This design comes from an exercise in tuning for a short achievable clock period and few clock cycles on the open sky130 flow, not from production work.
Function was checked by simulation only, so behaviour that the tests miss may differ from the original.
Power is estimated from default activity; no workload was simulated.

// riscv_pipeline
module riscv_pipeline(
  input logic clk,
  input logic rst_n,
  input logic [31:0] i_boot_addr,
  output logic [31:0] imem_rd_addr,
  input  logic [31:0] imem_rd_data,
  output logic [31:0] dmem_rd_addr,
  input  logic [31:0] dmem_rd_data,
  output logic        dmem_wr_req,
  output logic [3:0]  dmem_wr_be,
  output logic [31:0] dmem_wr_addr,
  output logic [31:0] dmem_wr_data
);
For scale: roughly 7100 cells after synthesis, roughly 230 I/O pins.
Settings: LEC_CHECK=0, CAP_MARGIN=20, CORE_MARGIN=2, CORE_UTILIZATION=40, SLEW_MARGIN=20; clock period 10.0 ns.
standard.sh (not shown) runs the stock make flow with config.mk's settings and CLKGATE_MAP_FILE= SYNTH_SCRIPT=/design/flow/synth_recipe.tcl, a recipe that flattens the netlist after the stock synthesis.
==> flow/flow/run.sh <==
#!/bin/bash
set -euo pipefail
bash standard.sh SETUP_SLACK_MARGIN=7 GPL_TIMING_DRIVEN=1 MATCH_CELL_FOOTPRINT=0 \
  'BUFFER_PORTS_ARGS=-buffer_cell sky130_fd_sc_hd__buf_4' finish > make_finish.log 2>&1
Testbench counts at the start, summed over its fixed seeds: cycles 25,510.
Edit:
--- a/flow/design.v
+++ b/flow/design.v
@@ -541,13 +541,13 @@
 logic [31:0] aE, bE, sdE;
 logic        sdFwdE;       
 logic [31:0] linkE;
 logic [31:2] btgtE;
 logic [31:2] pcE;
 logic [31:2] ptgtE;
-logic        ptE, jalE, ncE;    
+logic        ptE, jalE;
 logic [4:0]  rdE;
 logic [2:0]  f3E;
 logic        wenE, loadE, storeE, brE, jalrE, predE;
 logic        subE, arithE, cmpuE;
 logic        selSumE, selLtE, selXorE, selOrE, selAndE, selSllE, selSrE, selLinkE;
 logic [31:0] resM, sdM;
@@ -560,31 +560,30 @@
 logic        wenW;
 logic [31:0] rf [1:31];
 logic [31:1] rfv;
 assign imem_rd_addr = {pcF, 2'b00};
 localparam NB = 8;
 logic [NB-1:0] bV, bPt, bUn;
-localparam TB = 11;              
-logic [TB:2]   bPc [NB];
+logic [31:2]   bPc [NB];
 logic [31:2]   bTg [NB];
 logic [1:0]    bCt [NB];
 logic [2:0]    bPtr;
 logic [NB-1:0] hitF;
 logic [31:2]   btbTgtF;
 always_comb begin
   btbTgtF = '0;
   for (int i = 0; i < NB; i++) begin
-    hitF[i] = bPt[i] & (bPc[i] == pcH[TB:2]);
+    hitF[i] = bPt[i] & (bPc[i] == pcH);
     btbTgtF = btbTgtF | ({30{hitF[i]}} & bTg[i]);
   end
 end
 wire btbTakeF = |hitF;
 logic        uV, uTaken, uUn, uJalr;
 logic [31:2] uPc, uTgt;
 logic [NB-1:0] um;
-always_comb for (int i = 0; i < NB; i++) um[i] = bV[i] & (bPc[i] == uPc[TB:2]);
+always_comb for (int i = 0; i < NB; i++) um[i] = bV[i] & (bPc[i] == uPc);
 wire uHit = |um;
 wire [31:2] uTgtX = uJalr ? jtgtM : uTgt;
 always_ff @(posedge clk) begin
   if (~rst_n) begin
     bV <= '0; bPt <= '0; bPtr <= '0;
   end else if (uV) begin
@@ -598,13 +597,13 @@
         bUn[i] <= uUn;
         bPt[i] <= uUn | c[1];
       end
     end else if (uTaken) begin
       bV[bPtr]  <= 1'b1;
       bPt[bPtr] <= 1'b1;
-      bPc[bPtr] <= uPc[TB:2];
+      bPc[bPtr] <= uPc;
       bTg[bPtr] <= uTgtX;
       bCt[bPtr] <= 2'b10;
       bUn[bPtr] <= uUn;
       bPtr <= bPtr + 3'd1;
     end
   end
@@ -657,13 +656,13 @@
 wire        bReg   = use2D & ~isStoreD;
 wire [31:0] bEarly = bReg ? rs2n : immD;
 wire        bFromE = e2 & bReg;
 logic misE, jmisE;
 logic misM, jmisM;
 logic killQ;
-logic [31:2] altM, jtgtM;
+logic [31:2] altE, altM, jtgtM;
 wire redirM = misM | jmisM;
 wire killE  = redirM;
 wire vDk     = vD & ~redirM & ~killQ;
 wire stallD  = vDk & loadE & ((use1D & (rdE == rs1D)) | (use2D & ~isStoreD & (rdE == rs2D)));
 wire predD   = ~ptD & (isJalD | (isBrD & instD[31]));    
 wire redirD  = vDk & predD & ~stallD;
@@ -707,16 +706,15 @@
     ptD   <= btbTakeF;
     ptgtD <= btbTgtF;
   end
 end
 always_ff @(posedge clk) begin
   if (~rst_n) begin
-    wenE <= 1'b0; loadE <= 1'b0; storeE <= 1'b0; brE <= 1'b0; jalrE <= 1'b0; jalE <= 1'b0; ncE <= 1'b0;
+    wenE <= 1'b0; loadE <= 1'b0; storeE <= 1'b0; brE <= 1'b0; jalrE <= 1'b0; jalE <= 1'b0;
   end else begin
     jalE   <= goD & isJalD;
-    ncE    <= goD & ~isJalD & ~isJalrD & ~isBrD;
     wenE   <= goD & wrD;
     loadE  <= goD & isLoadD;
     storeE <= goD & isStoreD;
     brE    <= goD & isBrD;
     jalrE  <= goD & isJalrD;
   end
@@ -724,12 +722,13 @@
 always_ff @(posedge clk) begin
   aE    <= (aFromE & selSumE) ? sumE : (aFromE ? resOE : aEarly);
   bE    <= (bFromE & selSumE) ? sumE : (bFromE ? resOE : bEarly);
   sdE   <= rs2n;
   sdFwdE <= e2;
   linkE <= link4D;
+  altE  <= (ptD | instD[31]) ? link4D[31:2] : tgtD[31:2];    
   btgtE <= tgtD[31:2];
   rdE   <= rdD;
   f3E   <= f3D;
   predE <= ptD | instD[31];
   ptE   <= ptD;
   ptgtE <= ptgtD;
@@ -772,16 +771,13 @@
   c = (aE[1] & bE[1]) | ((aE[1] ^ bE[1]) & aE[0] & bE[0]);
   for (int i = 2; i < 32; i++) begin
     if ((aE[i] ^ bE[i] ^ c) != ptgtE[i]) jeqE = 1'b0;
     c = (aE[i] & bE[i]) | ((aE[i] ^ bE[i]) & ~ptgtE[i]);
   end
 end
-wire tgtOkE = ptgtE == btgtE;
-assign misE   = ~killE & ((brE & ((takenE ^ predE) | (takenE & ptE & ~tgtOkE)))
-                        | (jalE & ptE & ~tgtOkE)
-                        | (ncE & ptE));
+assign misE   = brE & ~killE & (takenE ^ predE);
 assign jmisE  = jalrE & ~killE & ~(ptE & jeqE);
 logic [3:0]  beE;
 logic [31:0] sdalE;
 wire  [31:0] sdv = sdFwdE ? mresM : sdE;
 always_comb begin
   case (f3E[1:0])
@@ -801,13 +797,13 @@
     misM  <= misE;
     jmisM <= jmisE;
   end
 end
 always_ff @(posedge clk) begin
   resM <= resE;
-  altM  <= (jalE | (brE & takenE)) ? btgtE : linkE[31:2];    
+  altM  <= altE;
   jtgtM <= sumE[31:2];
   uPc    <= pcE;
   uTgt   <= btgtE;
   uJalr  <= jalrE;
   uTaken <= ~brE | takenE;
   uUn    <= ~brE;
What happened: Critical path depth went up by 3. Sequential power went up by about 10%. Clock-buffer cell count went up by 45. Cell count went up by 14%. Via count went up by 13%. Power went up by 11%. Setup slack got worse by 5.9 ps. Wire length went up by 15%. Cell area went up by 14%. Sequential share of layout area went down by 1.1 points. Flip-flop and latch count went up by 229.
Testbench counts after the change, summed over its fixed seeds: cycles 25,510.

## separate check: timing with driven ports
Ports are ideal in the flow. The routed layouts listed here were re-timed in OpenROAD. Step 1 assumes that a clkbuf_16 drives the clock port and a buf_2 every other input. Step 2 adds t to the input delays and takes it off the output delays; t is the mean of the earliest and latest rising clock arrival at the registers after step 1. Input paths then give back, and output paths get back, about the clock's delay inside the block. a / b / c = ideal / step 1 / step 2; a / b = the first two.
run | t, ns | slack for setup (ns) | pins driven straight from the clock port
the first run | 0.962 | 6.438 / 6.369 / 5.550 | 1
the second run | 1.016 | 6.432 / 6.362 / 5.454 | 1
After both steps every run listed still meets setup and hold. For the second run, which loses most, drivers alone change the setup slack by -0.070 ns; drivers and shift together by -0.978 ns.
